From an optimization exercise on the open Yosys and OpenROAD flow, aimed at small area; shortcuts taken in it are not production practice. Function was checked by simulation only, so behaviour that the tests miss may differ from the original. In every run shown here, the design's own scripts or RTL, not TritonCTS, make the clock network. The clock port is modelled as an ideal driver, which makes a skipped or thinned clock tree look cheaper than it is; a real chip needs a root buffer or a tree. Power is estimated from default activity; no workload was simulated.

`flow/design.v`:
```
`timescale 1ns/1ps
module top(input clk,sys_rst,
            input [15:0] din,
            output [15:0] dout,
            output dout_valid,
            output din_ack,
            output [15:0] imem_addr,
            input [31:0] imem_data,
            output halted
);
    localparam [1:0] S_INIT = 2'd0, S_EXEC = 2'd1, S_UPD = 2'd2, S_HALT = 2'd3;
    reg [4:0]  ph;
    reg [1:0]  st;
    reg        cp;         
    reg        jt;         
    reg        pcc;        
    reg        cf, zf, sf, vf;
    reg [15:0] pc;
    reg [15:0] T;          
    reg [15:0] sg;         
    reg [511:0] gq;        
    reg [255:0] dq;        
    wire [3:0] b    = ph[3:0];
    wire       half = ph[4];
    wire       b0   = (b == 4'd0);
    wire       b15  = (b == 4'd15);
    wire [4:0]  op   = imem_data[31:27];
    wire [4:0]  rdst = imem_data[26:22];
    wire [4:0]  rs1  = imem_data[21:17];
    wire        imm  = imem_data[16];
    wire [4:0]  rs2  = imem_data[15:11];
    wire [15:0] isrc = imem_data[15:0];
    wire exec = (st == S_EXEC);
    wire upd  = (st == S_UPD);
    wire init = (st == S_INIT);
    wire op_mul  = (op == 5'd4);
    wire op_add  = (op == 5'd2);
    wire op_sub  = (op == 5'd3);
    wire op_gdm  = (op == 5'd12);
    wire op_din  = (op == 5'd13);
    wire op_dout = (op == 5'd14);
    wire op_dgpr = (op == 5'd15);
    wire op_jmp  = (op[4:3] == 2'b10) | (op == 5'd24);
    wire op_halt = (op == 5'd25);
    wire writes  = (op <= 5'd11) | op_dgpr;
    wire dmw     = op_gdm | op_din;
    wire [15:0] ghead, gmid;
    wire [7:0]  dhead, dmid;
    genvar gi;
    generate
        for (gi = 0; gi < 16; gi = gi + 1) begin : gt
            assign ghead[gi] = gq[32*gi + 31];
            assign gmid[gi]  = gq[32*gi + 15];
        end
        for (gi = 0; gi < 8; gi = gi + 1) begin : dt
            assign dhead[gi] = dq[32*gi + 31];
            assign dmid[gi]  = dq[32*gi + 15];
        end
    endgenerate
    wire [31:0] gtap = {gmid, ghead};
    wire [15:0] dtap = {dmid, dhead};
    wire needcp = op_mul | op_gdm | (~imm & ((op == 5'd2) | (op == 5'd3) | ((op >= 5'd5) & (op <= 5'd10))));
    wire copyw  = needcp & ~cp;
    wire [4:0] sa = copyw ? (op_gdm ? rs1 : rs2) : (writes ? rs1 : rdst);
    wire a_bit = gtap[{sa[4] ^ half, sa[3:0]}];
    wire r_bit = a_bit;
    wire m_bit = dtap[{isrc[3] ^ half, isrc[2:0]}];
    wire i_bit = isrc[b];
    wire d_bit = din[b];
    wire bb    = imm ? i_bit : T[0];
    wire ua    = imm ? i_bit : a_bit;
    wire final_w = ~copyw & (writes ? (half == rdst[4]) :
                             dmw    ? (half == isrc[3]) : 1'b1);
    wire mstep = exec & op_mul & final_w;
    wire clr   = exec & op_mul & copyw;
    wire y     = mstep & a_bit;
    wire [15:0] pp = {16{y}} & T;
    wire [16:0] mc;
    wire [15:0] ms;
    assign mc[0] = 1'b0;
    generate
        for (gi = 0; gi < 16; gi = gi + 1) begin : mfa
            assign ms[gi]   = sg[gi] ^ pp[gi] ^ mc[gi];
            assign mc[gi+1] = (sg[gi] & pp[gi]) | (sg[gi] & mc[gi]) | (pp[gi] & mc[gi]);
        end
    endgenerate
    wire [16:0] msum = {mc[16], ms};
    wire bx   = bb ^ op_sub;
    wire cin  = b0 ? op_sub : cf;
    wire sum  = a_bit ^ bx ^ cin;
    wire cout = (a_bit & bx) | (a_bit & cin) | (bx & cin);
    reg res;
    always @(*) begin
        case (op)
            5'd0:  res = sg[0];
            5'd1:  res = ua;
            5'd2:  res = sum;
            5'd3:  res = sum;
            5'd4:  res = msum[0];
            5'd5:  res = a_bit | bb;
            5'd6:  res = a_bit & bb;
            5'd7:  res = a_bit ^ bb;
            5'd8:  res = ~(a_bit ^ bb);
            5'd9:  res = ~(a_bit & bb);
            5'd10: res = ~(a_bit | bb);
            5'd11: res = ~ua;
            5'd15: res = m_bit;
            default: res = r_bit;
        endcase
    end
    reg jcond;
    always @(*) begin
        case (op)
            5'd16: jcond = 1'b1;
            5'd17: jcond = cf;
            5'd18: jcond = ~cf;
            5'd19: jcond = sf;
            5'd20: jcond = ~sf;
            5'd21: jcond = zf;
            5'd22: jcond = ~zf;
            5'd23: jcond = vf;
            5'd24: jcond = ~vf;
            default: jcond = 1'b0;
        endcase
    end
    wire gwe  = exec & final_w & writes;
    wire dwe  = exec & final_w & dmw;
    wire dbit = op_din ? d_bit : T[0];
    assign din_ack    = exec & final_w & op_din & b15;
    assign dout_valid = upd & b0 & op_dout;
    assign dout       = T;
    assign imem_addr  = pc;
    assign halted     = (st == S_HALT);
    integer i;
    always @(posedge clk) begin
        for (i = 0; i < 16; i = i + 1)
            gq[32*i +: 32] <= {gq[32*i +: 31],
                               (gwe && rdst[3:0] == i) ? res : gq[32*i + 31]};
        for (i = 0; i < 8; i = i + 1)
            dq[32*i +: 32] <= {dq[32*i +: 31],
                               (dwe && isrc[2:0] == i) ? dbit : dq[32*i + 31]};
    end
    always @(posedge clk)
        sg <= {mstep ? msum[16] : (clr ? 1'b0 : sg[0]), msum[15:1]};
    wire tshift = (exec & (copyw | (final_w & ~op_mul))) | (upd & jt);
    wire tin    = op_dout ? m_bit : ((op_jmp | (op_mul & imm)) ? i_bit : a_bit);
    always @(posedge clk)
        if (tshift) T <= {tin, T[15:1]};
    wire pshift = (upd | init) & ~b15;
    wire pcy    = b0 ? pc[0] : pcc;
    wire nb     = init ? 1'b0 : (jt ? T[1] : (pc[1] ^ pcy));
    always @(posedge clk) begin
        pcc <= pcy & pc[1];
        if (pshift) pc[15:1] <= {nb, pc[15:2]};
        if ((upd | init) & b0) pc[0] <= init ? 1'b0 : (jt ? isrc[0] : ~pc[0]);
    end
    always @(posedge clk) begin
        if (sys_rst) begin
            ph <= 5'd0;
            st <= S_INIT;
            cp <= 1'b0;
            cf <= 1'b0;
            zf <= 1'b0;
            sf <= 1'b0;
            vf <= 1'b0;
        end else begin
            ph <= ph + 5'd1;
            case (st)
                S_INIT: if (b15) st <= S_EXEC;
                S_EXEC: begin
                    if (b0) jt <= jcond;
                    if (b0 & op_halt) st <= S_HALT;
                    else if (b15 & final_w) st <= S_UPD;
                    if (b15 & needcp) cp <= 1'b1;
                    cf <= b15 ? (op_add & cout) : cout;
                    zf <= (b0 ? 1'b1 : zf) & ~res;
                    if (b15) begin
                        sf <= res;
                        vf <= (op_add | op_sub) & (cin ^ cout);
                    end
                end
                S_UPD: begin
                    if (b0 & op_mul) begin
                        zf <= zf & ~(|sg);
                        sf <= sg[15];
                    end
                    if (b15) begin
                        st <= S_EXEC;
                        cp <= 1'b0;
                    end
                end
                default: ;
            endcase
        end
    end
endmodule
```
`flow/flow/run.sh`:
```
#!/bin/bash
# Own layout flow. It is the standard flow (standard synthesis, floorplan,
# power grid, tap cells, placement, routing, finishing unchanged) except:
#  - every port gets a buf_1 as its port buffer (BUFFER_PORTS_ARGS)
#  - the clock tree is built by flow/cts.tcl instead of TritonCTS: balanced
#    groups of flip-flops, each driven by one leaf buffer, under a two-level
#    buffer tree (see flow/cts.tcl); the ORFS post-CTS timing repair still runs.
# Each tool's output goes to its own log: ORFS writes one log per step under
# orfs/logs/, and make's output for each part goes to flow_*.log here.
set -euo pipefail
cd "$(dirname "$0")/.."
source flow/params.sh
export BUFFER_PORTS_ARGS="-buffer_cell sky130_fd_sc_hd__buf_1"
export CTS_LEAF_SINKS CTS_MID_FANOUT CTS_LEAF_CELL CTS_MID_CELL CTS_ROOT_CELL
bash standard.sh place > flow_place.log 2>&1
bash standard.sh run RUN_SCRIPT="$PWD/flow/cts.tcl" RUN_LOG_NAME_STEM=4_1_cts > flow_cts.log 2>&1
bash standard.sh finish > flow_finish.log 2>&1
```
`flow/flow/cts.tcl`:
```
# Clock tree built by hand: the flip-flops are split by recursive bisection of
# their placed positions into groups of about CTS_LEAF_SINKS, each driven by one
# leaf clock buffer at the group's centre; the leaf buffers are split the same
# way into groups of about CTS_MID_FANOUT, each driven by a middle buffer, and
# one root buffer next to the clock port drives the middle buffers.
# Then the usual post-CTS steps of ORFS's cts.tcl: legalise, repair timing,
# legalise, write 4_1_cts.odb and 4_cts.sdc.
set leaf_sinks $::env(CTS_LEAF_SINKS)
set mid_fanout $::env(CTS_MID_FANOUT)
set leaf_cell $::env(CTS_LEAF_CELL)
set mid_cell $::env(CTS_MID_CELL)
set root_cell $::env(CTS_ROOT_CELL)
source $::env(SCRIPTS_DIR)/load.tcl
erase_non_stage_variables cts
load_design 3_place.odb 3_place.sdc

set block [ord::get_db_block]
set db [ord::get_db]
proc mkinst { name cell } {
  set m [[ord::get_db] findMaster $cell]
  return [odb::dbInst_create [ord::get_db_block] $m $name]
}
proc mknet { name } {
  set n [odb::dbNet_create [ord::get_db_block] $name]
  $n setSigType CLOCK
  return $n
}
proc conn { inst pin net } {
  [$inst findITerm $pin] connect $net
}
set clk_net [$block findNet clk]

# sinks: {x y iterm}
set sinks {}
foreach it [$clk_net getITerms] {
  set inst [$it getInst]
  set bb [$inst getBBox]
  set x [expr {([$bb xMin] + [$bb xMax]) / 2}]
  set y [expr {([$bb yMin] + [$bb yMax]) / 2}]
  lappend sinks [list $x $y $it]
}
puts "own CTS: [llength $sinks] sinks on net clk"

# split items ({x y ...}) into n groups of nearly equal size by recursive bisection
proc bisect { items n } {
  if { $n <= 1 } { return [list $items] }
  set xs [lmap i $items { lindex $i 0 }]
  set ys [lmap i $items { lindex $i 1 }]
  set dx [expr {[tcl::mathfunc::max {*}$xs] - [tcl::mathfunc::min {*}$xs]}]
  set dy [expr {[tcl::mathfunc::max {*}$ys] - [tcl::mathfunc::min {*}$ys]}]
  set k [expr {$dx >= $dy ? 0 : 1}]
  set sorted [lsort -integer -index $k $items]
  set n1 [expr {$n / 2}]
  set cut [expr {int(round(double([llength $items]) * $n1 / $n))}]
  return [concat [bisect [lrange $sorted 0 [expr {$cut - 1}]] $n1] \
            [bisect [lrange $sorted $cut end] [expr {$n - $n1}]]]
}

proc centre { items } {
  set sx 0.0; set sy 0.0
  foreach i $items { set sx [expr {$sx + [lindex $i 0]}]; set sy [expr {$sy + [lindex $i 1]}] }
  set n [llength $items]
  return [list [expr {int($sx / $n)}] [expr {int($sy / $n)}]]
}

set site_w 460
set row_h 2720
proc put { name x y } {
  set inst [[ord::get_db_block] findInst $name]
  set m [$inst getMaster]
  set x [expr {$x - [$m getWidth] / 2}]
  set y [expr {$y - [$m getHeight] / 2}]
  $inst setLocation [expr {($x / 460) * 460}] [expr {($y / 2720) * 2720}]
  $inst setPlacementStatus PLACED
}

set nleaf [expr {int(ceil(double([llength $sinks]) / $leaf_sinks))}]
set leaf_groups [bisect $sinks $nleaf]
set leaves {}
set li 0
foreach g $leaf_groups {
  set name "ctsleaf_$li"
  set net "clknet_leaf_$li"
  set bi [mkinst $name $leaf_cell]
  set bn [mknet $net]
  conn $bi X $bn
  foreach s $g {
    set it [lindex $s 2]
    $it disconnect
    $it connect $bn
  }
  lassign [centre $g] cx cy
  put $name $cx $cy
  lappend leaves [list $cx $cy $name]
  incr li
}
puts "own CTS: $nleaf leaf buffers ($leaf_cell)"

set nmid [expr {int(ceil(double($nleaf) / $mid_fanout))}]
set mid_groups [bisect $leaves $nmid]
set mids {}
set mi 0
foreach g $mid_groups {
  set name "ctsmid_$mi"
  set net "clknet_mid_$mi"
  set bi [mkinst $name $mid_cell]
  set bn [mknet $net]
  conn $bi X $bn
  foreach l $g { conn [$block findInst [lindex $l 2]] A $bn }
  lassign [centre $g] cx cy
  put $name $cx $cy
  lappend mids [list $cx $cy $name]
  incr mi
}
puts "own CTS: $nmid middle buffers ($mid_cell)"

set bi [mkinst ctsroot $root_cell]
set bn [mknet clknet_root]
conn $bi X $bn
foreach m $mids { conn [$block findInst [lindex $m 2]] A $bn }
conn $bi A $clk_net
lassign [centre $mids] cx cy
put ctsroot $cx $cy
$clk_net setSigType CLOCK

set_placement_padding -global \
  -left $::env(CELL_PAD_IN_SITES_DETAIL_PLACEMENT) \
  -right $::env(CELL_PAD_IN_SITES_DETAIL_PLACEMENT)
detailed_placement
set_propagated_clock [all_clocks]
estimate_parasitics -placement
report_clock_skew
report_clock_min_period

repair_timing_helper
detailed_placement
check_placement -verbose
estimate_parasitics -placement
report_clock_skew
report_worst_slack -min
report_worst_slack -max

orfs_write_db $::env(RESULTS_DIR)/4_1_cts.odb
orfs_write_sdc $::env(RESULTS_DIR)/4_cts.sdc
```
`flow/flow/params.sh`:
```
CTS_LEAF_SINKS=35
CTS_MID_FANOUT=6
CTS_LEAF_CELL=sky130_fd_sc_hd__clkbuf_16
CTS_MID_CELL=sky130_fd_sc_hd__clkbuf_16
CTS_ROOT_CELL=sky130_fd_sc_hd__clkbuf_16
```
`flow/standard.sh`:
```
#!/bin/bash
# synth_recipe.tcl (not shown) runs the flow's synth.tcl, then flattens the netlist and writes it again
# the make line also repeats each setting of config.mk as NAME=value (left out here)
make -C /OpenROAD-flow-scripts/flow DESIGN_CONFIG=/design/flow/config.mk WORK_HOME=/design/flow/orfs CLKGATE_MAP_FILE= SYNTH_SCRIPT=/design/flow/synth_recipe.tcl "${@:-finish}"
```
`flow/config.mk`:
```
export PLATFORM = sky130hd
export DESIGN_NAME = top
export DESIGN_NICKNAME = top
export VERILOG_FILES = /design/flow/design.v
export SDC_FILE = /design/flow/constraint.sdc
export NUM_CORES = 8
export LEC_CHECK = 0
export CAP_MARGIN = 20
export CORE_MARGIN = 2
export CORE_UTILIZATION = 40
export SLEW_MARGIN = 20
```
`flow/constraint.sdc`:
```
create_clock -name core_clock -period 15.0 [get_ports {clk}]
set_input_delay 3.0000 -clock core_clock [delete_from_list [all_inputs] [get_ports {clk}]]
set_output_delay 3.0000 -clock core_clock [all_outputs]
set_load 0.01 [all_outputs]
```
==> impl_metrics.yaml, run 1 <==
floorplanning:
  die-area_sq_um: 51800
  initial_core_util_pct: 40.7
  rows: 81
  die_y_um: 228
  coreArea_sq_um: 49200
  die_w_um: 228
  io_pins: 85
flow_run:
  maxCapViolCount: 0
placement:
  placed_cell_area_sq_um: 21000
  dp_hpwl_um: 19900
  portBuffers: 84
  place.gp.congestion: 0.785
  placed_cells: 1935
cts:
  post_cts_buffers: 0
  holdBufCountCts: 0
  insertion_delay_ns: 0.56
  path_clk_slew_ns: 0.12
  post_cts_resized: 0
layout:
  drive_gt1_share_pct: 6.38
  postLayoutCellArea_sq_um: 21800
  area_growth_pct: 8.78
  layout.cells.non_filler: 1966
  nNetsFinal: 1378
critical_path:
  slowest_stage: "buf_1"
  path_class: "in2reg"
  cp.required_ns: 15.52
  cp-start-kind: "input pin"
  crit_fanout: 24
  critPathMaxStageDelay_ns: 0.71
  crit_top_cell: "fa_1"
  cp-end-kind: "flip-flop"
  cp.arrival_ns: 13.04
detailed_routing:
  final_antenna_net_count: 0
  drtIter0Drc: 476
  finalWirelength_um: 29200
  vias: 8247
  firstDrtPassIters: 4
  wl_per_cell_um: 14.8
  drc: 0
  viasPerCell: 4.19
logic_synthesis:
  syn_nets: 1288
  ys_ff_latch: 830
  synth_common_cells: "dfxtp_1 (797), nor2_1 (42), edfxtp_1 (33)"
  yosys.area.top_type: "dfxtp_1"
  synthTopCellsByArea: "dfxtp_1 (80%), edfxtp_1 (5.0%), mux4_2 (1.7%)"
  yosysTopAreaCellShare_pct: 79.7
  synth.distinct_cells: 60
  async_reset_ff_share_pct: 0
  ys.flop_type: "dfxtp_1"
  synthMostInstantiatedCell: "dfxtp_1"
  syn_area_per_cell_sq_um: 16.5
  ys_warn_count: 1
  synthesis.area_sq_um: 20000
  synth_edf_count: 33
  netlist_instances: 1212
  seq_area_frac_synth_pct: 84.7
pwr:
  p_leak_nw: 8.34
  pwr_density_cell_nw_per_um2: 155
  vdd_drop_max_uv: 109
outcome:
  status: "no timing/DRC/antenna violations"
global_route:
  track_usage_pct: 11.1
  grt_max_degree: 36
  grt_overflow: 0
  grt_pass1_vias: 7840
  grt_pass1_wl_um: 44900
  grt_antenna_before_repair: 5
sta:
  hold_violations: 0
  rsz0062_at_grt: "no"
  tightest_slew_ns: 0.989
  drv_slew: 0
  fin_skew_ns: 0.0221
  slew_headroom_pct: 34.1
  fin_crit_sh_pct: 83.5
  fin_crit_ns: 12.53
  finalSetupViolCount: 0
  fmax_ghz: 0.0798
  setup_tns_ns: 0
worst_hold_path:
  hold_path.class: "reg2reg"
report_power, final:
| group | internal, W | switching (W) |
|---|---|---|
| registers | 0.00227 | 0.0000290 |
| clock network | 0.000354 | 0.000574 |
| logic | 0.0000506 | 0.0000926 |
| total | 0.00267 | 0.000696 |
layout make-up:
class,count,area (sq um)
fill,4358,27400
sequential,830,16900
multi-input combinational,340,2880
tap,664,831
buffer,29,726
timing repair buffer,86,330
inverter,15,56.3
antenna,2,5.00
sequential cells by signal, indices dropped and copies added, names as in the netlist:
register / cells
cp: 1
sg: 16
cf: 1
pc: 16
ph: 5
pcc: 1
jt: 1
dq: 256
st: 2
T: 16
vf: 1
sf: 1
gq: 512
zf: 1
routing by layer:
layer,global-route usage (%),wire (um),vias to the layer above
li1,-,-,4141
met2,15.8,11400,136
met1,17.6,15500,3915
met4,2.85,837,4
met3,1.74,1470,51
met5,0,23,-
final timing paths:
| check | slack (ns) | from | endpoint | depth (start not counted) |
|---|---|---|---|---|
| setup / recovery | 2.47 | imem_data[28] | sg[14] | 31 |
| hold / removal | 0.32 | gq[475] | gq[476] | 0 |
| setup reg to reg | 5.36 | cp | sg[14] | 30 |
| hold reg to reg | 0.32 | gq[475] | gq[476] | 0 |
cells in the final DEF (no fill, tap or decap), drive strengths merged, types with 3 or more instances in the layout:
cell and n:
or3 3, o22ai 13, and2 16, mux2 29
ha 10, nand3 9, fa 16, nor3b 8
xor2 3, xnor2 5, o211ai 5, clkbuf 29
buf 86, inv 15, a21oi 14, and3 6
nand3b 5, edfxtp 33, nand2 32, nor2b 9
mux4 15, a21o 4, nor3 10, nand2b 5
nor2 42, nor4 9, mux2i 32, dfxtp 797
o21ai 10
logic make-up after synthesis:
family          count (synthesis)  synth area share, %
mux                            76                 5.21
simple gates                  162                 4.28
compound gates                 68                 2.29
buf+inv                        42                0.956
flops                         830                 84.7
xor+xnor                        8                0.350
fa+ha+maj                      26                 2.23
metrics by stage:
step / util, % / hold WS [ns] / power (W) / worst slack, ns
finish: 44.3 / 0.322 / 0.00337 / 2.47
global route: 44.3 / 0.325 / 0.00350 / 1.83
detailed placement: 42.8 / 0.312 / 0.00249 / 1.92
global placement: 42.8 / 0.310 / 0.00249 / 2.20
floorplan: - / 0.310 / 0.00243 / 3.62
critical path, delay by kind of cell:
| family | cells | cell delay (ns) |
|---|---|---|
| AND/OR/NAND/NOR | 4 | 1.25 |
| multiplexers | 4 | 1.39 |
| adder cells (fa/ha/maj) | 16 | 5.79 |
| buffers and inverters | 5 | 0.98 |
| AO/OA/AOI/OAI | 2 | 0.59 |
==> inputs of run 2 (changes only) <==
--- a/flow/flow/cts.tcl
+++ b/flow/flow/cts.tcl
@@ -96,27 +96,34 @@
 }
 puts "own CTS: $nleaf leaf buffers ($leaf_cell)"
 
-set nmid [expr {int(ceil(double($nleaf) / $mid_fanout))}]
-set mid_groups [bisect $leaves $nmid]
+if { $mid_fanout > 0 } {
+  set nmid [expr {int(ceil(double($nleaf) / $mid_fanout))}]
+} else {
+  set nmid 0
+}
 set mids {}
-set mi 0
-foreach g $mid_groups {
-  set name "ctsmid_$mi"
-  set net "clknet_mid_$mi"
-  set bi [mkinst $name $mid_cell]
-  set bn [mknet $net]
-  conn $bi X $bn
-  foreach l $g { conn [$block findInst [lindex $l 2]] A $bn }
-  lassign [centre $g] cx cy
-  put $name $cx $cy
-  lappend mids [list $cx $cy $name]
-  incr mi
+if { $nmid > 0 } {
+  set mid_groups [bisect $leaves $nmid]
+  set mi 0
+  foreach g $mid_groups {
+    set name "ctsmid_$mi"
+    set net "clknet_mid_$mi"
+    set bi [mkinst $name $mid_cell]
+    set bn [mknet $net]
+    conn $bi X $bn
+    foreach l $g { conn [$block findInst [lindex $l 2]] A $bn }
+    lassign [centre $g] cx cy
+    put $name $cx $cy
+    lappend mids [list $cx $cy $name]
+    incr mi
+  }
 }
 puts "own CTS: $nmid middle buffers ($mid_cell)"
 
 set bi [mkinst ctsroot $root_cell]
 set bn [mknet clknet_root]
 conn $bi X $bn
+if { $nmid == 0 } { set mids $leaves }
 foreach m $mids { conn [$block findInst [lindex $m 2]] A $bn }
 conn $bi A $clk_net
 lassign [centre $mids] cx cy
==> flow/flow/params.sh (replaced) <==
CTS_LEAF_SINKS=35
CTS_MID_FANOUT=0
CTS_LEAF_CELL=sky130_fd_sc_hd__clkbuf_16
CTS_MID_CELL=sky130_fd_sc_hd__clkbuf_16
CTS_ROOT_CELL=sky130_fd_sc_hd__clkbuf_16
--- a/flow/config.mk
+++ b/flow/config.mk
@@ -7,5 +7,5 @@
 export LEC_CHECK = 0
 export CAP_MARGIN = 20
 export CORE_MARGIN = 2
-export CORE_UTILIZATION = 40
+export CORE_UTILIZATION = 55
 export SLEW_MARGIN = 20
==> run 2 against run 1 <==
  * Final cell count shrank 10%
  * Still clean
  * Die area decreased by 27%
  * Clock skew is 0.0067 ns lower
  * Sequential power barely moved
  * Combinational power is essentially flat
  * Critical path type unchanged
==> impl_metrics.yaml, run 2 <==
floorplanning:
  initial_core_util_pct: 56.0
  die_w_um: 195
  die_y_um: 195
  io_pins: 85
  die-area_sq_um: 37900
  coreArea_sq_um: 35700
  rows: 69
critical_path:
  slowest_stage: "buf_1"
  cp.arrival_ns: 12.98
  crit_top_cell: "fa_1"
  critPathMaxStageDelay_ns: 0.68
  path_class: "in2reg"
  cp_top_family: "adder cells"
  crit_fanout: 24
  cp-end-kind: "flip-flop"
  cp-start-kind: "input pin"
  crit_buf_inv: 5
  cp.required_ns: 15.56
detailed_routing:
  drtIter0Drc: 479
  vias: 8275
  wl_per_cell_um: 15.8
  finalWirelength_um: 27900
  viasPerCell: 4.70
  final_antenna_net_count: 0
  firstDrtPassIters: 4
  drc: 0
logic_synthesis:
  synth.distinct_cells: 60
  syn_area_per_cell_sq_um: 16.5
  yosysTopAreaCellShare_pct: 79.7
  synthTopCellsByArea: "dfxtp_1 (80%), edfxtp_1 (5.0%), mux4_2 (1.7%)"
  async_reset_ff_share_pct: 0
  synthesis.area_sq_um: 20000
  syn_nets: 1288
  synth_common_cells: "dfxtp_1 (797), nor2_1 (42), edfxtp_1 (33)"
  seq_area_frac_synth_pct: 84.7
  ys_warn_count: 1
  yosys.area.top_type: "dfxtp_1"
  synthMostInstantiatedCell: "dfxtp_1"
  ys.flop_type: "dfxtp_1"
  netlist_instances: 1212
  synth_edf_count: 33
  ys_ff_latch: 830
placement:
  dp_hpwl_um: 19100
  place_ws_ns: 1.98
  place.gp.congestion: 0.798
  portBuffers: 84
  placed_cells: 1733
layout:
  top_register: "gq"
  reg_top3: "gq: 512 flops, dq: 256 flops"
  area_growth_pct: 7.05
  layout.cells.non_filler: 1760
  most-common-layout-cells: "dfxtp_1 (797), buf_1 (84), nor2_1 (42)"
  nNetsFinal: 1375
  fillCellCount: 2784
  mostFrequentLayoutCell: "dfxtp_1"
  drive_gt1_share_pct: 6.17
  post-route-util_pct: 59.9
  largest_reg_flops: 512
global_route:
  grt_max_degree: 36
  grt_antenna_before_repair: 3
  grt_pass1_wl_um: 43400
  track_usage_pct: 14.6
  grt_pass1_vias: 7795
  grt_overflow: 0
sta:
  fin_crit_sh_pct: 82.8
  finalSetupViolCount: 0
  tightest_slew_ns: 0.939
  setup_tns_ns: 0
  slew_headroom_pct: 37.4
  fin_skew_ns: 0.0153
  fmax_ghz: 0.0805
  hold_violations: 0
  rsz0062_at_grt: "no"
  drv_slew: 0
  fin_crit_ns: 12.42
  setup_ws_ns: 2.58
pwr:
  p_switching_w: 0.000675
  power_frac_comb_pct: 4.3
  vdd_drop_max_uv: 125
  netSwitchingFraction_pct: 20.5
  clkPwrFrac_pct: 26.0
  pwr_density_cell_nw_per_um2: 154
  pwr-share-seq_pct: 69.7
  internal_power_w: 0.00261
  p_leak_nw: 8.29
outcome:
  status: "no timing/DRC/antenna violations"
cts:
  insertion_delay_ns: 0.60
  post_cts_resized: 0
  path_clk_slew_ns: 0.12
  holdBufCountCts: 0
  post_cts_buffers: 0
worst_hold_path:
  hold_path.class: "reg2reg"
flow_run:
  maxCapViolCount: 0
## run 2: cell families after synthesis
kind of cell / after synthesis / share of synthesized area, %
buf+inv: 42 / 0.956
mux: 76 / 5.21
simple gates: 162 / 4.28
flops: 830 / 84.7
fa+ha+maj: 26 / 2.23
xor+xnor: 8 / 0.350
compound gates: 68 / 2.29
## run 2: worst reg2reg max path, delay by kind of cell (launching register included)
kind            cells  cell delay [ns]
fa+ha+maj          16             5.74
simple gates        5             1.60
mux                 3             1.26
flops               1             0.37
compound gates      2             0.33
buf+inv             4             0.26
## run 2: path summary, 6_finish.rpt
kind	start	end	slack (ns)	depth (start not counted)
hold reg to reg	dq[129]	dq[130]	0.33	0
setup / recovery	imem_data[28]	sg[14]	2.58	31
hold / removal	dq[129]	dq[130]	0.33	0
setup reg to reg	cp	sg[14]	5.41	30
## run 2: layout make-up
type | count | area [sq um] | share of cell area [%]
antenna | 2 | 5.00 | 0.0234
buffer | 25 | 626 | 2.92
inverter | 15 | 56.3 | 0.263
multi-input combinational | 340 | 2880 | 13.4
sequential | 830 | 16900 | 79.1
tap | 461 | 577 | 2.69
timing repair buffer | 87 | 338 | 1.58
## run 2: metal layers
layer / track usage [%] / up-vias / share of wire [%]
met2: 21.5 / 114 / 40
li1: - / 4131 / -
met1: 23.0 / 3987 / 53
met3: 1.79 / 41 / 3.9
met4: 3.51 / 2 / 2.9
met5: 0 / - / 0.047
## run 2: power by group through the flow
| stage | clock network [W] | registers (W) | logic (W) |
|---|---|---|---|
| after global placement | 0 | 0.00234 | 0.000140 |
| after global routing | 0.000956 | 0.00230 | 0.000157 |
| final | 0.000854 | 0.00229 | 0.000141 |
| after floorplan | 0 | 0.00234 | 0.0000859 |
| after detailed placement | 0 | 0.00235 | 0.000142 |
## run 2: per-stage QoR
step                hold slack (ns)  instance area (sq um)  total power [W]
detailed placement            0.312                  20800          0.00249
floorplan                     0.310                  20000          0.00243
global placement              0.309                  20800          0.00248
finish                        0.327                  21400          0.00329
global route                  0.327                  21400          0.00341
==> inputs of run 3 (changes only) <==
==> flow/flow/params.sh (replaced) <==
CTS_LEAF_SINKS=32
CTS_MID_FANOUT=0
CTS_LEAF_CELL=sky130_fd_sc_hd__clkbuf_16
CTS_MID_CELL=sky130_fd_sc_hd__clkbuf_16
CTS_ROOT_CELL=sky130_fd_sc_hd__clkbuf_16
==> run 3 against run 2 <==
  * Worst hold slack got worse by 0.0065 ns
  * First-iteration DRC count up 22%
  * Critical path type unchanged
  * Critical path depth is the same
  * Worst setup slack worse by 0.0085 ns
  * Critical endpoint unchanged
  * Routed wire length is 0.30% higher
  * Global-route usage grew 0.11 points
  * Power up 0.75%
  * Sequential power about the same
  * Sequential share of layout area down 0.18 points
  * Core utilization increased by 0.14 points
==> impl_metrics.yaml, run 3 <==
critical_path:
  cp-start-kind: "input pin"
  path_class: "in2reg"
  cp.required_ns: 15.57
  crit_fanout: 24
  cp.arrival_ns: 13.00
  crit_top_cell: "fa_1"
  crit_start: "imem_data[28]"
  r2r_slack_ns: 5.38
  r2r_end: "sg[14]"
  r2r-start: "cp"
  critPathMaxStageDelay_ns: 0.69
  rr_worst_depth: 30
  cp-end-kind: "flip-flop"
  crit_path_end: "sg[14]"
  slowest_stage: "buf_1"
detailed_routing:
  viasPerCell: 4.69
  firstDrtPassIters: 4
  wl_per_cell_um: 15.9
  vias: 8266
  drtIter0Drc: 584
  drc: 0
  finalWirelength_um: 27900
  final_antenna_net_count: 0
sta:
  fin_crit_ns: 12.43
  slew_headroom_pct: 36.6
  fin_skew_ns: 0.0206
  fin_crit_sh_pct: 82.9
  rsz0062_at_grt: "no"
  fmax_ghz: 0.0805
  drv_slew: 0
  finalSetupViolCount: 0
  tightest_slew_ns: 0.951
  hold_violations: 0
  setup_tns_ns: 0
cts:
  post_cts_resized: 0
  insertion_delay_ns: 0.61
  holdBufCountCts: 0
  post_cts_buffers: 0
  path_clk_slew_ns: 0.12
global_route:
  grt_max_degree: 33
  grt_antenna_before_repair: 3
  track_usage_pct: 14.7
  grt_pass1_wl_um: 43800
  grt_pass1_vias: 7806
  grt_overflow: 0
logic_synthesis:
  yosysTopAreaCellShare_pct: 79.7
  ys_warn_count: 1
  synth_common_cells: "dfxtp_1 (797), nor2_1 (42), edfxtp_1 (33)"
  synthMostInstantiatedCell: "dfxtp_1"
  synthesis.area_sq_um: 20000
  synth_edf_count: 33
  yosys.area.top_type: "dfxtp_1"
  synth.distinct_cells: 60
  synthTopCellsByArea: "dfxtp_1 (80%), edfxtp_1 (5.0%), mux4_2 (1.7%)"
  async_reset_ff_share_pct: 0
  ys_ff_latch: 830
  syn_area_per_cell_sq_um: 16.5
  netlist_instances: 1212
  syn_nets: 1288
  seq_area_frac_synth_pct: 84.7
  ys.flop_type: "dfxtp_1"
layout:
  mostFrequentLayoutCell: "dfxtp_1"
  fillCellCount: 2784
  most-common-layout-cells: "dfxtp_1 (797), buf_1 (84), nor2_1 (42)"
  nNetsFinal: 1377
  reg_top3: "gq: 512 flops, dq: 256 flops"
  top_register: "gq"
  largest_reg_flops: 512
  area_growth_pct: 7.30
  drive_gt1_share_pct: 6.31
worst_hold_path:
  hold_path.class: "reg2reg"
pwr:
  p_leak_nw: 8.32
  fin_total_pwr_w: 0.00331
  vdd_drop_max_uv: 128
  pwr_density_cell_nw_per_um2: 154
floorplanning:
  die-area_sq_um: 37900
  die_y_um: 195
  initial_core_util_pct: 56.0
  rows: 69
  io_pins: 85
  coreArea_sq_um: 35700
  die_w_um: 195
outcome:
  status: "no timing/DRC/antenna violations"
flow_run:
  maxCapViolCount: 0
placement:
  portBuffers: 84
  dp_hpwl_um: 19100
  place.gp.congestion: 0.798
run 3: cell counts after synthesis:
No cell type changed its count.
run 3: worst min path at each step:
| stage | from | endpoint | slack [ns] | depth (start not counted) |
|---|---|---|---|---|
| 2_1_floorplan | dq[99] | dq[100] | 0.31 | 0 |
| 3_3_place_gp | gq[456] | gq[457] | 0.31 | 0 |
| 3_5_place_dp | gq[202] | gq[203] | 0.31 | 0 |
| 5_1_grt | gq[250] | gq[251] | 0.33 | 0 |
| 6_report | gq[250] | gq[251] | 0.32 | 0 |
run 3: area by class of cell:
| cell class | count | area, sq um | area share, % |
|---|---|---|---|
| Sequential cell | 830 | 16900 | 78.9 |
| Buffer | 27 | 676 | 3.15 |
| Tap cell | 461 | 577 | 2.69 |
| Multi-Input combinational cell | 340 | 2880 | 13.4 |
| Inverter | 15 | 56.3 | 0.262 |
| Timing Repair Buffer | 87 | 338 | 1.57 |
| Antenna cell | 2 | 5.00 | 0.0233 |
run 3: worst max-delay path, delay by kind of cell:
kind	cells	cell delay, ns
buffers and inverters	5	0.95
muxes	4	1.34
AOI/OAI and AO/OA	2	0.57
adders and majority gates	16	5.74
and+or+nand+nor	4	1.40
run 3: logic make-up after synthesis:
| logic type | Yosys count | synth area share (%) |
|---|---|---|
| buffers and inverters | 42 | 0.956 |
| DFF | 830 | 84.7 |
| AOI/OAI and AO/OA | 68 | 2.29 |
| adders and majority gates | 26 | 2.23 |
| muxes | 76 | 5.21 |
| and+or+nand+nor | 162 | 4.28 |
| xor gates and xnor gates | 8 | 0.350 |
run 3: metal layers:
| metal | track usage, % | wire length, um | vias up |
|---|---|---|---|
| met1 | 23.0 | 14700 | 3965 |
| met5 | 0 | 13 | - |
| met3 | 2.03 | 1110 | 38 |
| li1 | - | - | 4141 |
| met4 | 2.94 | 669 | 2 |
| met2 | 21.9 | 11400 | 120 |
run 3: stage by stage:
step | worst slack (ns) | hold slack, ns | cell area (sq um) | util [%] | cells
global placement | 2.30 | 0.309 | 20800 | 58.2 | 1733
global route | 1.94 | 0.331 | 21500 | 60.1 | 1761
finish | 2.57 | 0.321 | 21500 | 60.1 | 1762
detailed placement | 1.98 | 0.312 | 20800 | 58.2 | 1733
floorplan | 3.62 | 0.310 | 20000 | - | 1212
run 3: report_power, final:
group / total, W / switching, W / internal [W] / leakage (nW)
clock: 0.000879 / 0.000559 / 0.000320 / 0.333
sequential: 0.00229 / 0.0000282 / 0.00227 / 6.76
combinational: 0.000141 / 0.0000906 / 0.0000507 / 1.23
total: 0.00331 / 0.000678 / 0.00264 / 8.32
==> inputs of run 4 (changes only) <==
--- a/flow/design.v
+++ b/flow/design.v
@@ -59,16 +59,15 @@
     endgenerate
     wire [31:0] gtap = {gmid, ghead};
     wire [15:0] dtap = {dmid, dhead};
-    wire needcp = op_mul | op_gdm | (~imm & ((op == 5'd2) | (op == 5'd3) | ((op >= 5'd5) & (op <= 5'd10))));
-    wire copyw  = needcp & ~cp;
+    wire copyw  = ~cp;
     wire [4:0] sa = copyw ? (op_gdm ? rs1 : rs2) : (writes ? rs1 : rdst);
     wire a_bit = gtap[{sa[4] ^ half, sa[3:0]}];
     wire r_bit = a_bit;
     wire m_bit = dtap[{isrc[3] ^ half, isrc[2:0]}];
     wire i_bit = isrc[b];
     wire d_bit = din[b];
-    wire bb    = imm ? i_bit : T[0];
-    wire ua    = imm ? i_bit : a_bit;
+    wire bb    = T[0];
+    wire ua    = imm ? T[0] : a_bit;
     wire final_w = ~copyw & (writes ? (half == rdst[4]) :
                              dmw    ? (half == isrc[3]) : 1'b1);
     wire mstep = exec & op_mul & final_w;
@@ -142,8 +141,10 @@
     end
     always @(posedge clk)
         sg <= {mstep ? msum[16] : (clr ? 1'b0 : sg[0]), msum[15:1]};
-    wire tshift = (exec & (copyw | (final_w & ~op_mul))) | (upd & jt);
-    wire tin    = op_dout ? m_bit : ((op_jmp | (op_mul & imm)) ? i_bit : a_bit);
+    wire tshift = (exec & (copyw | (final_w & ~op[4] & ~op_mul & (op[3:1] != 3'b111)))) | (upd & jt);
+    wire tin    = op[4] ? i_bit :
+                  (op[3:2] == 2'b11) ? (op[1] ? m_bit : a_bit) :
+                  (imm ? i_bit : a_bit);
     always @(posedge clk)
         if (tshift) T <= {tin, T[15:1]};
     wire pshift = (upd | init) & ~b15;
@@ -168,10 +169,10 @@
             case (st)
                 S_INIT: if (b15) st <= S_EXEC;
                 S_EXEC: begin
-                    if (b0) jt <= jcond;
+                    if (b0 & ~cp) jt <= jcond;
                     if (b0 & op_halt) st <= S_HALT;
                     else if (b15 & final_w) st <= S_UPD;
-                    if (b15 & needcp) cp <= 1'b1;
+                    if (b15) cp <= 1'b1;
                     cf <= b15 ? (op_add & cout) : cout;
                     zf <= (b0 ? 1'b1 : zf) & ~res;
                     if (b15) begin
--- a/flow/flow/run.sh
+++ b/flow/flow/run.sh
@@ -11,7 +11,7 @@
 cd "$(dirname "$0")/.."
 source flow/params.sh
 export BUFFER_PORTS_ARGS="-buffer_cell sky130_fd_sc_hd__buf_1"
-export CTS_LEAF_SINKS CTS_MID_FANOUT CTS_LEAF_CELL CTS_MID_CELL CTS_ROOT_CELL
+export CTS_LEAF_SINKS CTS_MID_FANOUT CTS_LEAF_CELL CTS_MID_CELL CTS_ROOT_CELL CTS_REFINE
 bash standard.sh place > flow_place.log 2>&1
 bash standard.sh run RUN_SCRIPT="$PWD/flow/cts.tcl" RUN_LOG_NAME_STEM=4_1_cts > flow_cts.log 2>&1
 bash standard.sh finish > flow_finish.log 2>&1
--- a/flow/flow/cts.tcl
+++ b/flow/flow/cts.tcl
@@ -10,6 +10,7 @@
 set leaf_cell $::env(CTS_LEAF_CELL)
 set mid_cell $::env(CTS_MID_CELL)
 set root_cell $::env(CTS_ROOT_CELL)
+set cts_refine $::env(CTS_REFINE)
 source $::env(SCRIPTS_DIR)/load.tcl
 erase_non_stage_variables cts
 load_design 3_place.odb 3_place.sdc
@@ -76,6 +77,42 @@
 
 set nleaf [expr {int(ceil(double([llength $sinks]) / $leaf_sinks))}]
 set leaf_groups [bisect $sinks $nleaf]
+
+# refine the groups: a few rounds of capacity-limited nearest-centre assignment
+proc refine { groups rounds } {
+  set cap [expr {int(ceil(double([llength [concat {*}$groups]]) / [llength $groups]))}]
+  for {set r 0} {$r < $rounds} {incr r} {
+    set centres [lmap g $groups { centre $g }]
+    set items [concat {*}$groups]
+    set pairs {}
+    set ii 0
+    foreach it $items {
+      set ci 0
+      foreach c $centres {
+        set d [expr {abs([lindex $it 0] - [lindex $c 0]) + abs([lindex $it 1] - [lindex $c 1])}]
+        lappend pairs [list $d $ii $ci]
+        incr ci
+      }
+      incr ii
+    }
+    set pairs [lsort -integer -index 0 $pairs]
+    set done [lrepeat [llength $items] 0]
+    set count [lrepeat [llength $centres] 0]
+    set new [lrepeat [llength $centres] {}]
+    foreach p $pairs {
+      lassign $p d ii ci
+      if {[lindex $done $ii] || [lindex $count $ci] >= $cap} continue
+      lset done $ii 1
+      lset count $ci [expr {[lindex $count $ci] + 1}]
+      lset new $ci [concat [lindex $new $ci] [list [lindex $items $ii]]]
+    }
+    set groups [lmap g $new { if {[llength $g] == 0} continue; set g }]
+  }
+  return $groups
+}
+if { $cts_refine > 0 } {
+  set leaf_groups [refine $leaf_groups $cts_refine]
+}
 set leaves {}
 set li 0
 foreach g $leaf_groups {
@@ -149,3 +186,19 @@
 
 orfs_write_db $::env(RESULTS_DIR)/4_1_cts.odb
 orfs_write_sdc $::env(RESULTS_DIR)/4_cts.sdc
+
+# report the clock-pin slews per leaf net (placement parasitics)
+foreach net [$block getNets] {
+  set n [$net getName]
+  if {![string match clknet_* $n]} continue
+  set worst 0.0
+  set cnt 0
+  foreach it [$net getITerms] {
+    if {[$it isOutputSignal]} continue
+    set pin [get_pins [[$it getInst] getName]/[[$it getMTerm] getName]]
+    set s [expr {max([get_property $pin slew_max_rise], [get_property $pin slew_max_fall])}]
+    set worst [expr {max($worst, $s)}]
+    incr cnt
+  }
+  puts [format "own CTS slew: %s sinks %d worst %.4f" $n $cnt $worst]
+}
==> flow/flow/params.sh (replaced) <==
CTS_LEAF_SINKS=18
CTS_MID_FANOUT=0
CTS_LEAF_CELL=sky130_fd_sc_hd__clkbuf_8
CTS_MID_CELL=sky130_fd_sc_hd__clkbuf_16
CTS_ROOT_CELL=sky130_fd_sc_hd__clkbuf_16
CTS_REFINE=0
==> run 4 against run 3 <==
  * Still clean on timing, DRC and antenna
  * Critical path type unchanged
  * Area after synthesis is 0.62% lower
  * First-iteration DRC count decreased by 20%
  * Power decreased by 5.2%
  * Flip-flop and latch count unchanged
  * Critical path depth unchanged
  * Worst setup slack better by 0.95 ns
  * Via count shrank 0.46%
  * Sequential power down 3%
  * Die area shrank 0.61%
==> impl_metrics.yaml, run 4 <==
pwr:
  power_frac_comb_pct: 2.1
  internal_power_w: 0.00253
  pwr_density_cell_nw_per_um2: 147
  p_leak_nw: 8.36
  pwr-share-seq_pct: 70.7
  netSwitchingFraction_pct: 19.3
  vdd_drop_max_uv: 131
  p_switching_w: 0.000607
  clkPwrFrac_pct: 27.2
sta:
  rsz0062_at_grt: "no"
  finalSetupViolCount: 0
  drv_slew: 0
  hold_violations: 0
  setup_ws_ns: 3.52
  fin_crit_sh_pct: 76.5
  fin_crit_ns: 11.48
  slew_headroom_pct: 37.8
  setup_tns_ns: 0
  fin_skew_ns: 0.0382
  tightest_slew_ns: 0.915
  fmax_ghz: 0.0871
global_route:
  grt_pass1_wl_um: 42700
  track_usage_pct: 14.2
  grt_pass1_vias: 7880
  grt_antenna_before_repair: 3
  top_usage_layer: "met1"
  grt_overflow: 0
  grt_max_degree: 48
  use_met2_pct: 20.7
  use_met1_pct: 21.9
  use_met3_pct: 2.07
layout:
  most-common-layout-cells: "dfxtp_1 (797), buf_1 (84), clkbuf_8 (47)"
  largest_reg_flops: 512
  nNetsFinal: 1380
  top_register: "gq"
  reg_top3: "gq: 512 flops, dq: 256 flops"
  mostFrequentLayoutCell: "dfxtp_1"
  drive_gt1_share_pct: 8.12
  area_growth_pct: 7.31
  post-route-util_pct: 60.0
  layout.cells.non_filler: 1770
critical_path:
  cp-start-kind: "input pin"
  path_class: "in2reg"
  crit_top_cell: "fa_1"
  r2r_end: "sg[15]"
  cp-end-kind: "flip-flop"
  cp_top_family: "adder cells"
  rr_worst_depth: 27
  cp.required_ns: 15.56
  cp.arrival_ns: 12.04
  crit_fanout: 24
  critPathMaxStageDelay_ns: 0.75
  r2r_slack_ns: 6.34
  crit_buf_inv: 4
  slowest_stage: "mux2i_2"
  r2r-start: "cp"
  path_depth: 31
logic_synthesis:
  seq_area_frac_synth_pct: 85.2
  yosys.area.top_type: "dfxtp_1"
  netlist_instances: 1198
  synthTopCellsByArea: "dfxtp_1 (80%), edfxtp_1 (5.0%), mux4_2 (1.7%)"
  async_reset_ff_share_pct: 0
  synth_common_cells: "dfxtp_1 (797), nor2_1 (39), nand2_1 (35)"
  ys_ff_latch: 830
  ys.flop_type: "dfxtp_1"
  synthMostInstantiatedCell: "dfxtp_1"
  synthesis.area_sq_um: 19900
  synth.distinct_cells: 60
  syn_nets: 1270
  ys_warn_count: 1
  synth_edf_count: 33
  yosysTopAreaCellShare_pct: 80.2
  syn_area_per_cell_sq_um: 16.6
outcome:
  status: "no timing/DRC/antenna violations"
cts:
  insertion_delay_ns: 0.65
  holdBufCountCts: 0
  post_cts_buffers: 0
  path_clk_slew_ns: 0.12
  post_cts_resized: 0
detailed_routing:
  viasPerCell: 4.65
  firstDrtPassIters: 4
  final_antenna_net_count: 0
  wl_per_cell_um: 15.3
  vias: 8228
  drtIter0Drc: 465
  drc: 0
  finalWirelength_um: 27100
flow_run:
  maxCapViolCount: 0
placement:
  dp_hpwl_um: 18500
  place.gp.congestion: 0.817
  place_ws_ns: 2.87
  placed_cells: 1719
  portBuffers: 84
floorplanning:
  die_y_um: 194
  rows: 69
  io_pins: 85
  die-area_sq_um: 37700
  die_w_um: 194
  coreArea_sq_um: 35600
  initial_core_util_pct: 55.9
worst_hold_path:
  min-delay-start: "dq[45]"
  holdPathEnd: "dq[46]"
  holdPathStages: 0
  hold_path.class: "reg2reg"
==> run 4: changes by cell type in the layout (fill, tap and decap cells not counted), moves of 6 or more <==
cell / change
o22ai_1: -11
clkbuf_16: -26
a22oi_1: +7
mux2_4: -8
mux2_2: +8
clkbuf_8: +47
nor3b_1: -6
==> run 4: layout make-up <==
type	instances	area [sq um]
antenna	3	7.51
buffer	48	672
fill	2781	14200
inverter	14	52.6
multi-input combinational	328	2760
sequential	830	16900
tap	461	577
timing repair buffer	86	330
==> run 4: kinds of logic after synthesis <==
| logic type | after synthesis | share of synthesized area (%) |
|---|---|---|
| muxes | 77 | 5.21 |
| adders and majority gates | 22 | 1.99 |
| xor gates and xnor gates | 8 | 0.352 |
| buffers and inverters | 40 | 0.931 |
| DFF | 830 | 85.2 |
| AOI/OAI and AO/OA | 56 | 1.89 |
| and+or+nand+nor | 165 | 4.42 |
==> run 4: worst register-to-register path: stages, from the launching register on <==
cell and delay, ns:
dfxtp_1 0.77, mux2i_2 0.86, mux2i_1 0.30, a22oi_1 0.10, nand3_1 0.12, o211a_4 0.24, nor3_4 0.10, and2_1 0.21
fa_1 0.38, inv_1 0.07, fa_1 0.18, inv_1 0.06, fa_1 0.38, fa_1 0.39, fa_1 0.39, fa_1 0.39
fa_1 0.39, fa_1 0.40, fa_1 0.40, fa_1 0.41, fa_1 0.39, fa_1 0.38, fa_1 0.39, fa_1 0.37
inv_1 0.08, fa_1 0.16, o31ai_1 0.08, a22o_1 0.18
==> run 4: layer usage <==
metal | wire [um] | up-vias
met5 | 31 | -
met4 | 1010 | 4
met3 | 1220 | 72
met2 | 11000 | 145
met1 | 13800 | 3902
li1 | - | 4105
==> run 4: worst max-delay path by stage <==
| stage | startpoint | to |
|---|---|---|
| global placement | imem_data[28] | sg[14] |
| global route | imem_data[28] | sg[15] |
| finish | imem_data[28] | sg[15] |
| detailed placement | imem_data[28] | sg[15] |
| floorplan | imem_data[29] | sg[14] |
==> run 4: metrics by stage <==
stage / area (sq um) / hold slack, ns / total power [W]
2_1_floorplan: 19900 / 0.310 / 0.00232
3_3_place_gp: 20700 / 0.310 / 0.00234
3_5_place_dp: 20700 / 0.312 / 0.00234
5_1_grt: 21300 / 0.318 / 0.00326
6_report: 21300 / 0.299 / 0.00314
==> run 4: power by group through the flow <==
stage	sequential, W	combinational [W]	clock [W]
floorplan	0.00227	0.0000527	0
global placement	0.00227	0.0000661	0
detailed placement	0.00227	0.0000674	0
global route	0.00222	0.0000734	0.000967
finish	0.00222	0.0000674	0.000854
==> inputs of run 5 (changes only) <==
==> flow/flow/run.sh (replaced) <==
#!/bin/bash
# Own layout flow. It is the standard flow (standard synthesis, floorplan,
# power grid, tap cells, placement, routing, finishing unchanged) except:
#  - every port gets a buf_1 as its port buffer (BUFFER_PORTS_ARGS)
#  - the clock tree is built by flow/cts.tcl instead of TritonCTS: balanced
#    groups of flip-flops, each driven by one leaf buffer, all leaf buffers
#    driven by one root buffer (see flow/cts.tcl); ORFS's post-CTS timing
#    repair still runs.
# Each tool's output goes to its own log: ORFS writes one log per step under
# orfs/logs/, and make's output for each part goes to flow_*.log here.
set -euo pipefail
cd "$(dirname "$0")/.."
source flow/params.sh
export BUFFER_PORTS_ARGS="-buffer_cell sky130_fd_sc_hd__buf_1"
export CTS_LEAF_SINKS CTS_LEAF_CELL CTS_ROOT_CELL CTS_MAX_SLEW
bash standard.sh place > flow_place.log 2>&1
bash standard.sh run RUN_SCRIPT="$PWD/flow/cts.tcl" RUN_LOG_NAME_STEM=4_1_cts > flow_cts.log 2>&1
bash standard.sh finish > flow_finish.log 2>&1
==> flow/flow/cts.tcl (replaced) <==
# Clock tree built by hand, in place of TritonCTS.
#
# The flip-flops are split by recursive bisection of their placed positions
# into groups of about CTS_LEAF_SINKS; each group is driven by one leaf clock
# buffer (CTS_LEAF_CELL) at the group's centre, and one root buffer
# (CTS_ROOT_CELL), driven by the clock port, drives all leaf buffers. After
# legalisation, every leaf whose worst clock-pin slew (placement parasitics)
# is over CTS_MAX_SLEW ns is split in two, until none is.
# Then the usual post-CTS steps of ORFS's cts.tcl: repair timing, legalise,
# write 4_1_cts.odb and 4_cts.sdc.
set leaf_sinks $::env(CTS_LEAF_SINKS)
set leaf_cell $::env(CTS_LEAF_CELL)
set root_cell $::env(CTS_ROOT_CELL)
set max_slew $::env(CTS_MAX_SLEW)
source $::env(SCRIPTS_DIR)/load.tcl
erase_non_stage_variables cts
load_design 3_place.odb 3_place.sdc

set block [ord::get_db_block]
set clk_net [$block findNet clk]

proc mkinst { name cell } {
  set m [[ord::get_db] findMaster $cell]
  return [odb::dbInst_create [ord::get_db_block] $m $name]
}
proc mknet { name } {
  set n [odb::dbNet_create [ord::get_db_block] $name]
  $n setSigType CLOCK
  return $n
}

# split items ({x y ...}) into n groups of nearly equal size by recursive bisection
proc bisect { items n } {
  if { $n <= 1 } { return [list $items] }
  set xs [lmap i $items { lindex $i 0 }]
  set ys [lmap i $items { lindex $i 1 }]
  set dx [expr {[tcl::mathfunc::max {*}$xs] - [tcl::mathfunc::min {*}$xs]}]
  set dy [expr {[tcl::mathfunc::max {*}$ys] - [tcl::mathfunc::min {*}$ys]}]
  set k [expr {$dx >= $dy ? 0 : 1}]
  set sorted [lsort -integer -index $k $items]
  set n1 [expr {$n / 2}]
  set cut [expr {int(round(double([llength $items]) * $n1 / $n))}]
  return [concat [bisect [lrange $sorted 0 [expr {$cut - 1}]] $n1] \
            [bisect [lrange $sorted $cut end] [expr {$n - $n1}]]]
}

proc centre { items } {
  set sx 0.0; set sy 0.0
  foreach i $items { set sx [expr {$sx + [lindex $i 0]}]; set sy [expr {$sy + [lindex $i 1]}] }
  set n [llength $items]
  return [list [expr {int($sx / $n)}] [expr {int($sy / $n)}]]
}

# place inst's centre near (x, y), on the site grid; detailed placement legalises it
proc put { inst x y } {
  set m [$inst getMaster]
  set x [expr {$x - [$m getWidth] / 2}]
  set y [expr {$y - [$m getHeight] / 2}]
  $inst setLocation [expr {($x / 460) * 460}] [expr {($y / 2720) * 2720}]
  $inst setPlacementStatus PLACED
}

# sinks: {x y iterm}
set sinks {}
foreach it [$clk_net getITerms] {
  set b [[$it getInst] getBBox]
  lappend sinks [list [expr {([$b xMin] + [$b xMax]) / 2}] [expr {([$b yMin] + [$b yMax]) / 2}] $it]
}
puts "own CTS: [llength $sinks] sinks on net clk"

set root [mkinst ctsroot $root_cell]
set root_net [mknet clknet_root]
[$root findITerm X] connect $root_net
[$root findITerm A] connect $clk_net

# leaf name -> group of sinks
set nleaves 0
proc make_leaf { group } {
  global nleaves leaf_cell root_net leaf_of
  set name "ctsleaf_$nleaves"
  set inst [mkinst $name $leaf_cell]
  set net [mknet "clknet_leaf_$nleaves"]
  [$inst findITerm X] connect $net
  [$inst findITerm A] connect $root_net
  foreach s $group {
    set it [lindex $s 2]
    $it disconnect
    $it connect $net
  }
  lassign [centre $group] cx cy
  put $inst $cx $cy
  set leaf_of($name) $group
  incr nleaves
}

# remove every leaf, reconnecting its sinks to the clock net
proc clear_leaves { } {
  global leaf_of nleaves clk_net
  set block [ord::get_db_block]
  foreach name [array names leaf_of] {
    set inst [$block findInst $name]
    set net [[$inst findITerm X] getNet]
    foreach s $leaf_of($name) {
      set it [lindex $s 2]
      $it disconnect
      $it connect $clk_net
    }
    [$inst findITerm A] disconnect
    [$inst findITerm X] disconnect
    odb::dbInst_destroy $inst
    odb::dbNet_destroy $net
  }
  array unset leaf_of
  set nleaves 0
}

proc leaf_slew { name } {
  set net [[ord::get_db_block] findNet [string map {ctsleaf_ clknet_leaf_} $name]]
  set worst 0.0
  foreach it [$net getITerms] {
    if {[$it isOutputSignal]} continue
    set pin [get_pins [[$it getInst] getName]/[[$it getMTerm] getName]]
    set worst [expr {max($worst, [get_property $pin slew_max_rise], [get_property $pin slew_max_fall])}]
  }
  return $worst
}

set_placement_padding -global \
  -left $::env(CELL_PAD_IN_SITES_DETAIL_PLACEMENT) \
  -right $::env(CELL_PAD_IN_SITES_DETAIL_PLACEMENT)
set_propagated_clock [all_clocks]
lassign [centre $sinks] cx cy
put $root $cx $cy

# CTS_LEAF_SINKS sinks per leaf, then split every leaf whose slew is over
# CTS_MAX_SLEW in two, until none is
set n [expr {int(ceil(double([llength $sinks]) / $leaf_sinks))}]
foreach g [bisect $sinks $n] { make_leaf $g }
for {set round 0} {$round < 20} {incr round} {
  detailed_placement
  estimate_parasitics -placement
  set bad {}
  set worst 0.0
  foreach name [lsort -dictionary [array names leaf_of]] {
    set s [leaf_slew $name]
    set worst [expr {max($worst, $s)}]
    if { $s > $max_slew } { lappend bad $name }
  }
  puts [format "own CTS: %d leaves, worst clock-pin slew %.4f, %d over" $nleaves $worst [llength $bad]]
  if { [llength $bad] == 0 } break
  foreach name $bad {
    lassign [bisect $leaf_of($name) 2] g1 g2
    set inst [[ord::get_db_block] findInst $name]
    foreach s $g2 {
      [lindex $s 2] disconnect
      [lindex $s 2] connect $clk_net
    }
    set leaf_of($name) $g1
    lassign [centre $g1] cx cy
    put $inst $cx $cy
    make_leaf $g2
  }
}

foreach name [lsort -dictionary [array names leaf_of]] {
  puts [format "own CTS leaf %s: %d sinks, slew %.4f" $name [llength $leaf_of($name)] [leaf_slew $name]]
}
report_clock_skew

repair_timing_helper
detailed_placement
check_placement -verbose
estimate_parasitics -placement
report_clock_skew
report_worst_slack -min
report_worst_slack -max

orfs_write_db $::env(RESULTS_DIR)/4_1_cts.odb
orfs_write_sdc $::env(RESULTS_DIR)/4_cts.sdc
==> flow/flow/params.sh (replaced) <==
CTS_LEAF_SINKS=32
CTS_LEAF_CELL=sky130_fd_sc_hd__clkbuf_16
CTS_ROOT_CELL=sky130_fd_sc_hd__clkbuf_16
CTS_MAX_SLEW=0.12
--- a/flow/config.mk
+++ b/flow/config.mk
@@ -7,5 +7,5 @@
 export LEC_CHECK = 0
 export CAP_MARGIN = 20
 export CORE_MARGIN = 2
-export CORE_UTILIZATION = 55
+export CORE_UTILIZATION = 65
 export SLEW_MARGIN = 20
==> run 5 against run 4 <==
  * Routed wire length decreased by 2.2%
  * Global-route usage increased by 2.3 points
  * Die area fell by 15%
  * Flip-flop and latch count did not move
  * Clock power increased by 2.5%
  * Fmax fell by 0.56%
  * Power up 0.66%
  * First-iteration DRC count decreased by 36%
  * Combinational power down 2%
  * Core utilization grew 10 points
==> impl_metrics.yaml, run 5 <==
logic_synthesis:
  seq_area_frac_synth_pct: 85.2
  yosys.area_share.simple_pct: 4.42
  synth.distinct_cells: 60
  synth_compound_gate_area_share_pct: 1.89
  synth_common_cells: "dfxtp_1 (797), nor2_1 (39), nand2_1 (35)"
  ys_ff_latch: 830
  yosys.area.top_type: "dfxtp_1"
  syn_nets: 1270
  synthTopCellsByArea: "dfxtp_1 (80%), edfxtp_1 (5.0%), mux4_2 (1.7%)"
  netlist_instances: 1198
  synth_mux_area_share_pct: 5.21
  synth_top_family_by_area: "multiplexers"
  synth_edf_count: 33
  synthMostInstantiatedCell: "dfxtp_1"
  synthAdderAreaFrac_pct: 1.99
  synthesis.area_sq_um: 19900
  yosysTopAreaCellShare_pct: 80.2
  ys_warn_count: 1
  syn_area_per_cell_sq_um: 16.6
  synth-xor-area-share_pct: 0.352
  async_reset_ff_share_pct: 0
  ys.flop_type: "dfxtp_1"
floorplanning:
  initial_core_util_pct: 65.5
  die_w_um: 179
  rows: 64
  coreArea_sq_um: 30300
  die_y_um: 179
  die-area_sq_um: 32000
  io_pins: 85
critical_path:
  path_class: "in2reg"
  crit_start: "imem_data[28]"
  r2r_slack_ns: 6.34
  r2r-start: "cp"
  crit_path_end: "sg[14]"
  crit_fanout: 24
  cp.arrival_ns: 12.10
  rr_worst_depth: 26
  slowest_stage: "mux2i_2"
  cp-end-kind: "flip-flop"
  r2r_end: "sg[14]"
  cp-start-kind: "input pin"
  critPathMaxStageDelay_ns: 0.74
  cp.required_ns: 15.55
  crit_top_cell: "fa_1"
placement:
  portBuffers: 84
  placed_cells: 1653
  place_ws_ns: 2.87
  dp_hpwl_um: 18000
  place.gp.congestion: 0.865
outcome:
  status: "no timing/DRC/antenna violations"
layout:
  top_register: "gq"
  largest_reg_flops: 512
  reg_top3: "gq: 512 flops, dq: 256 flops"
  mostFrequentLayoutCell: "dfxtp_1"
  drive_gt1_share_pct: 6.62
  area_growth_pct: 6.89
  nNetsFinal: 1358
  layout.cells.non_filler: 1683
  most-common-layout-cells: "dfxtp_1 (797), buf_1 (84), nor2_1 (38)"
pwr:
  p_switching_w: 0.000597
  pwr-share-seq_pct: 70.2
  pwr_density_cell_nw_per_um2: 149
  netSwitchingFraction_pct: 18.9
  fin_total_pwr_w: 0.00316
  internal_power_w: 0.00257
  p_leak_nw: 8.34
  vdd_drop_max_uv: 155
  clkPwrFrac_pct: 27.7
  power_frac_comb_pct: 2.1
sta:
  setup_ws_ns: 3.45
  fin_crit_sh_pct: 77.0
  rsz0062_at_grt: "no"
  finalSetupViolCount: 0
  fmax_ghz: 0.0866
  slew_headroom_pct: 37.9
  fin_crit_ns: 11.55
  setup_tns_ns: 0
  fin_skew_ns: 0.0155
  drv_slew: 0
  hold_violations: 0
  tightest_slew_ns: 0.914
global_route:
  grt_max_degree: 33
  grt_overflow: 0
  grt_pass1_wl_um: 40800
  grt_antenna_before_repair: 2
  track_usage_pct: 16.5
  grt_pass1_vias: 7568
detailed_routing:
  drtIter0Drc: 298
  wl_per_cell_um: 15.8
  firstDrtPassIters: 4
  final_antenna_net_count: 0
  vias: 8126
  top_layer: "met4"
  routed-wl-met3_um: 1130
  drc: 0
  viasPerCell: 4.83
  wl_met2_um: 11100
  finalWirelength_um: 26500
  drt-met1-wl_um: 13500
cts:
  post_cts_resized: 0
  post_cts_buffers: 0
  insertion_delay_ns: 0.60
  path_clk_slew_ns: 0.11
  holdBufCountCts: 0
flow_run:
  maxCapViolCount: 0
worst_hold_path:
  hold_path.class: "reg2reg"
  holdPathStages: 0
[run 5: metal layers]
| metal | up-vias | GRT usage [%] |
|---|---|---|
| met4 | 0 | 4.78 |
| met3 | 42 | 2.06 |
| met1 | 3899 | 25.5 |
| met2 | 124 | 24.6 |
| li1 | 4061 | - |
| met5 | - | 0 |
[run 5: cells by family (layout without fill, tap and decap cells)]
logic type	Yosys count	count (layout)
AOI/OAI and AO/OA	56	56
xor gates and xnor gates	8	8
adders and majority gates	22	22
buffers and inverters	40	126
DFF	830	830
muxes	77	77
other	0	3
and+or+nand+nor	165	165
[run 5: worst min path at each step]
stage	start	to	slack [ns]
6_report	dq[148]	dq[149]	0.33
5_1_grt	dq[148]	dq[149]	0.33
3_5_place_dp	dq[102]	dq[103]	0.31
3_3_place_gp	gq[470]	gq[471]	0.31
2_1_floorplan	dq[99]	dq[100]	0.31
[run 5: power by group through the flow]
stage                     registers, W  logic (W)  clock network, W
after global placement         0.00227  0.0000652                 0
after global routing           0.00222  0.0000732          0.000981
after floorplan                0.00227  0.0000527                 0
final                          0.00222  0.0000663          0.000875
after detailed placement       0.00227  0.0000663                 0
[run 5: metrics by stage]
step	instance area [sq um]	utilization, %	hold WS, ns
floorplan	19900	-	0.310
global placement	20600	67.8	0.309
detailed placement	20600	67.8	0.312
global route	21300	70.0	0.331
finish	21300	70.1	0.326
[run 5: final cells by class]
cell class / count / area (sq um)
diodes: 3 / 7.51
plain buffers: 27 / 676
fillers: 2017 / 9090
inverters: 14 / 52.6
multi-input cells: 328 / 2760
flip-flops and latches: 830 / 16900
well taps: 396 / 495
repair buffers: 85 / 323
[run 5: critical path, delay by kind of cell]
family	cells	cell delay, ns
simple gates	4	0.60
compound gates	3	0.73
buf+inv	5	0.93
mux	3	1.20
fa+ha+maj	15	5.65
==> inputs of run 6 (changes only) <==
--- a/flow/config.mk
+++ b/flow/config.mk
@@ -7,5 +7,5 @@
 export LEC_CHECK = 0
 export CAP_MARGIN = 20
 export CORE_MARGIN = 2
-export CORE_UTILIZATION = 65
+export CORE_UTILIZATION = 72
 export SLEW_MARGIN = 20
==> run 6 against run 5 <==
  * Area after synthesis stayed put
  * Synthesized cell count unchanged
  * Register-to-register slack got worse by 0.30 ns
  * Die area down 9.5%
  * Final cell count decreased by 3.3%
  * Critical endpoint is now sg[15]
  * Critical path depth up 1
  * Combinational power rose by 5.6%
  * Largest power group unchanged
  * Sequential share of layout area grew 0.17 points
  * Worst setup slack got worse by 0.31 ns
==> impl_metrics.yaml, run 6 <==
logic_synthesis:
  synthesis.area_sq_um: 19900
  seq_area_frac_synth_pct: 85.2
  synth.distinct_cells: 60
  syn_nets: 1270
  synth_common_cells: "dfxtp_1 (797), nor2_1 (39), nand2_1 (35)"
  ys_warn_count: 1
  syn_area_per_cell_sq_um: 16.6
  synthMostInstantiatedCell: "dfxtp_1"
critical_path:
  slowest_stage: "mux2i_2"
  cp-end-kind: "flip-flop"
  critPathMaxStageDelay_ns: 0.75
  crit_top_cell: "fa_1"
  cp.required_ns: 15.47
  cp.arrival_ns: 12.33
  cp-start-kind: "input pin"
  path_class: "in2reg"
worst_hold_path:
  hold_path.class: "reg2reg"
layout:
  top_register: "gq"
  register_area_sq_um: 16900
  fillCellCount: 1368
  postLayoutCellArea_sq_um: 21200
  mostFrequentLayoutCell: "dfxtp_1"
  multi_input_area_sq_um: 2760
  reg_top3: "gq: 512 flops, dq: 256 flops"
  nNetsFinal: 1359
  layout.cells.non_filler: 1628
  largest_reg_flops: 512
global_route:
  grt_antenna_before_repair: 2
  track_usage_pct: 23.8
  grt_pass1_vias: 8802
  grt_overflow: 0
floorplanning:
  die_w_um: 170
  die-area_sq_um: 29000
  die_y_um: 170
  rows: 60
  coreArea_sq_um: 27000
  initial_core_util_pct: 73.6
  io_pins: 85
detailed_routing:
  drt-met1-wl_um: 15200
  drtIter0Drc: 645
  wl_per_cell_um: 20.9
  firstDrtPassIters: 7
  final_antenna_net_count: 0
  viasPerCell: 5.18
  routed-wl-met3_um: 1320
  vias: 8428
placement:
  placed_cells: 1598
  placed_cell_area_sq_um: 20500
  portBuffers: 84
  place.gp.congestion: 0.834
  dp_hpwl_um: 20700
flow_run:
  maxCapViolCount: 0
pwr:
  power_frac_comb_pct: 2.2
  vdd_drop_max_uv: 203
  netSwitchingFraction_pct: 19.5
  clkPwrFrac_pct: 28.5
  pwr-share-seq_pct: 69.3
  p_leak_nw: 8.35
cts:
  holdBufCountCts: 0
  post_cts_resized: 0
  post_cts_buffers: 0
  insertion_delay_ns: 0.61
sta:
  fin_crit_ns: 11.85
  fin_skew_ns: 0.0460
  slew_headroom_pct: 36.0
  whs_ns: 0.297
  fin_crit_sh_pct: 79.0
  rsz0062_at_grt: "no"
  setup_tns_ns: 0
  tightest_slew_ns: 0.960
outcome:
  status: "no timing/DRC/antenna violations"
## run 6: cell counts after synthesis
Identical to the previous run, type by type.
## run 6: final timing paths
check                      from  endpoint  slack (ns)  depth (start not counted)
setup / recovery  imem_data[28]    sg[15]        3.15                         31
hold reg to reg         gq[377]   gq[378]        0.30                          0
setup reg to reg             cp    sg[15]        6.04                         27
hold / removal          gq[377]   gq[378]        0.30                          0
## run 6: cells by family (layout without fill, tap and decap cells)
logic type      after synthesis  count (layout)  synth area share, %
fa+ha+maj                    22              22                 1.99
buf+inv                      40             127                0.931
xor+xnor                      8               8                0.352
other cells                   0               2                    0
compound gates               56              56                 1.89
flops                       830             830                 85.2
mux                          77              77                 5.21
simple gates                165             165                 4.42
## run 6: final cells by class
class	count	share of cell area, %
multi-input combinational	328	13.0
timing repair buffer	85	1.52
tap	341	2.01
inverter	14	0.248
antenna	2	0.0236
buffer	28	3.30
sequential	830	79.9
## run 6: layer usage
| metal | track usage, % | up-vias |
|---|---|---|
| met5 | 0 | - |
| met4 | 5.95 | 0 |
| met3 | 2.33 | 63 |
| met2 | 41.0 | 202 |
| met1 | 33.0 | 4096 |
| li1 | - | 4067 |
## run 6: power groups by stage
stage                      logic, W  registers [W]  clock network, W
after floorplan           0.0000527        0.00227                 0
after global placement    0.0000669        0.00227                 0
after detailed placement  0.0000681        0.00227                 0
after global routing      0.0000757        0.00222          0.000991
final                     0.0000700        0.00222          0.000914
## run 6: through the flow
step                      utilization (%)  worst slack, ns
after global routing                 78.5             2.67
after global placement               75.9             3.09
final                                78.5             3.15
after floorplan                         -             4.09
after detailed placement             75.9             2.80
## run 6: worst max-delay path, delay by kind of cell
family,cells,cell delay [ns]
buffers and inverters,4,0.88
multiplexers,3,1.30
adder cells (fa/ha/maj),15,5.44
AND/OR/NAND/NOR,4,0.61
AO/OA/AOI/OAI,5,1.06

Re-timed with assumed drivers on the ports (clkbuf_16 on the clock, buf_2 on other inputs), run 6 has 3.153 ns of setup slack against 3.145 ns with ideal ports, and 2.518 ns once port delays also move by the mid clock arrival of 0.635 ns.
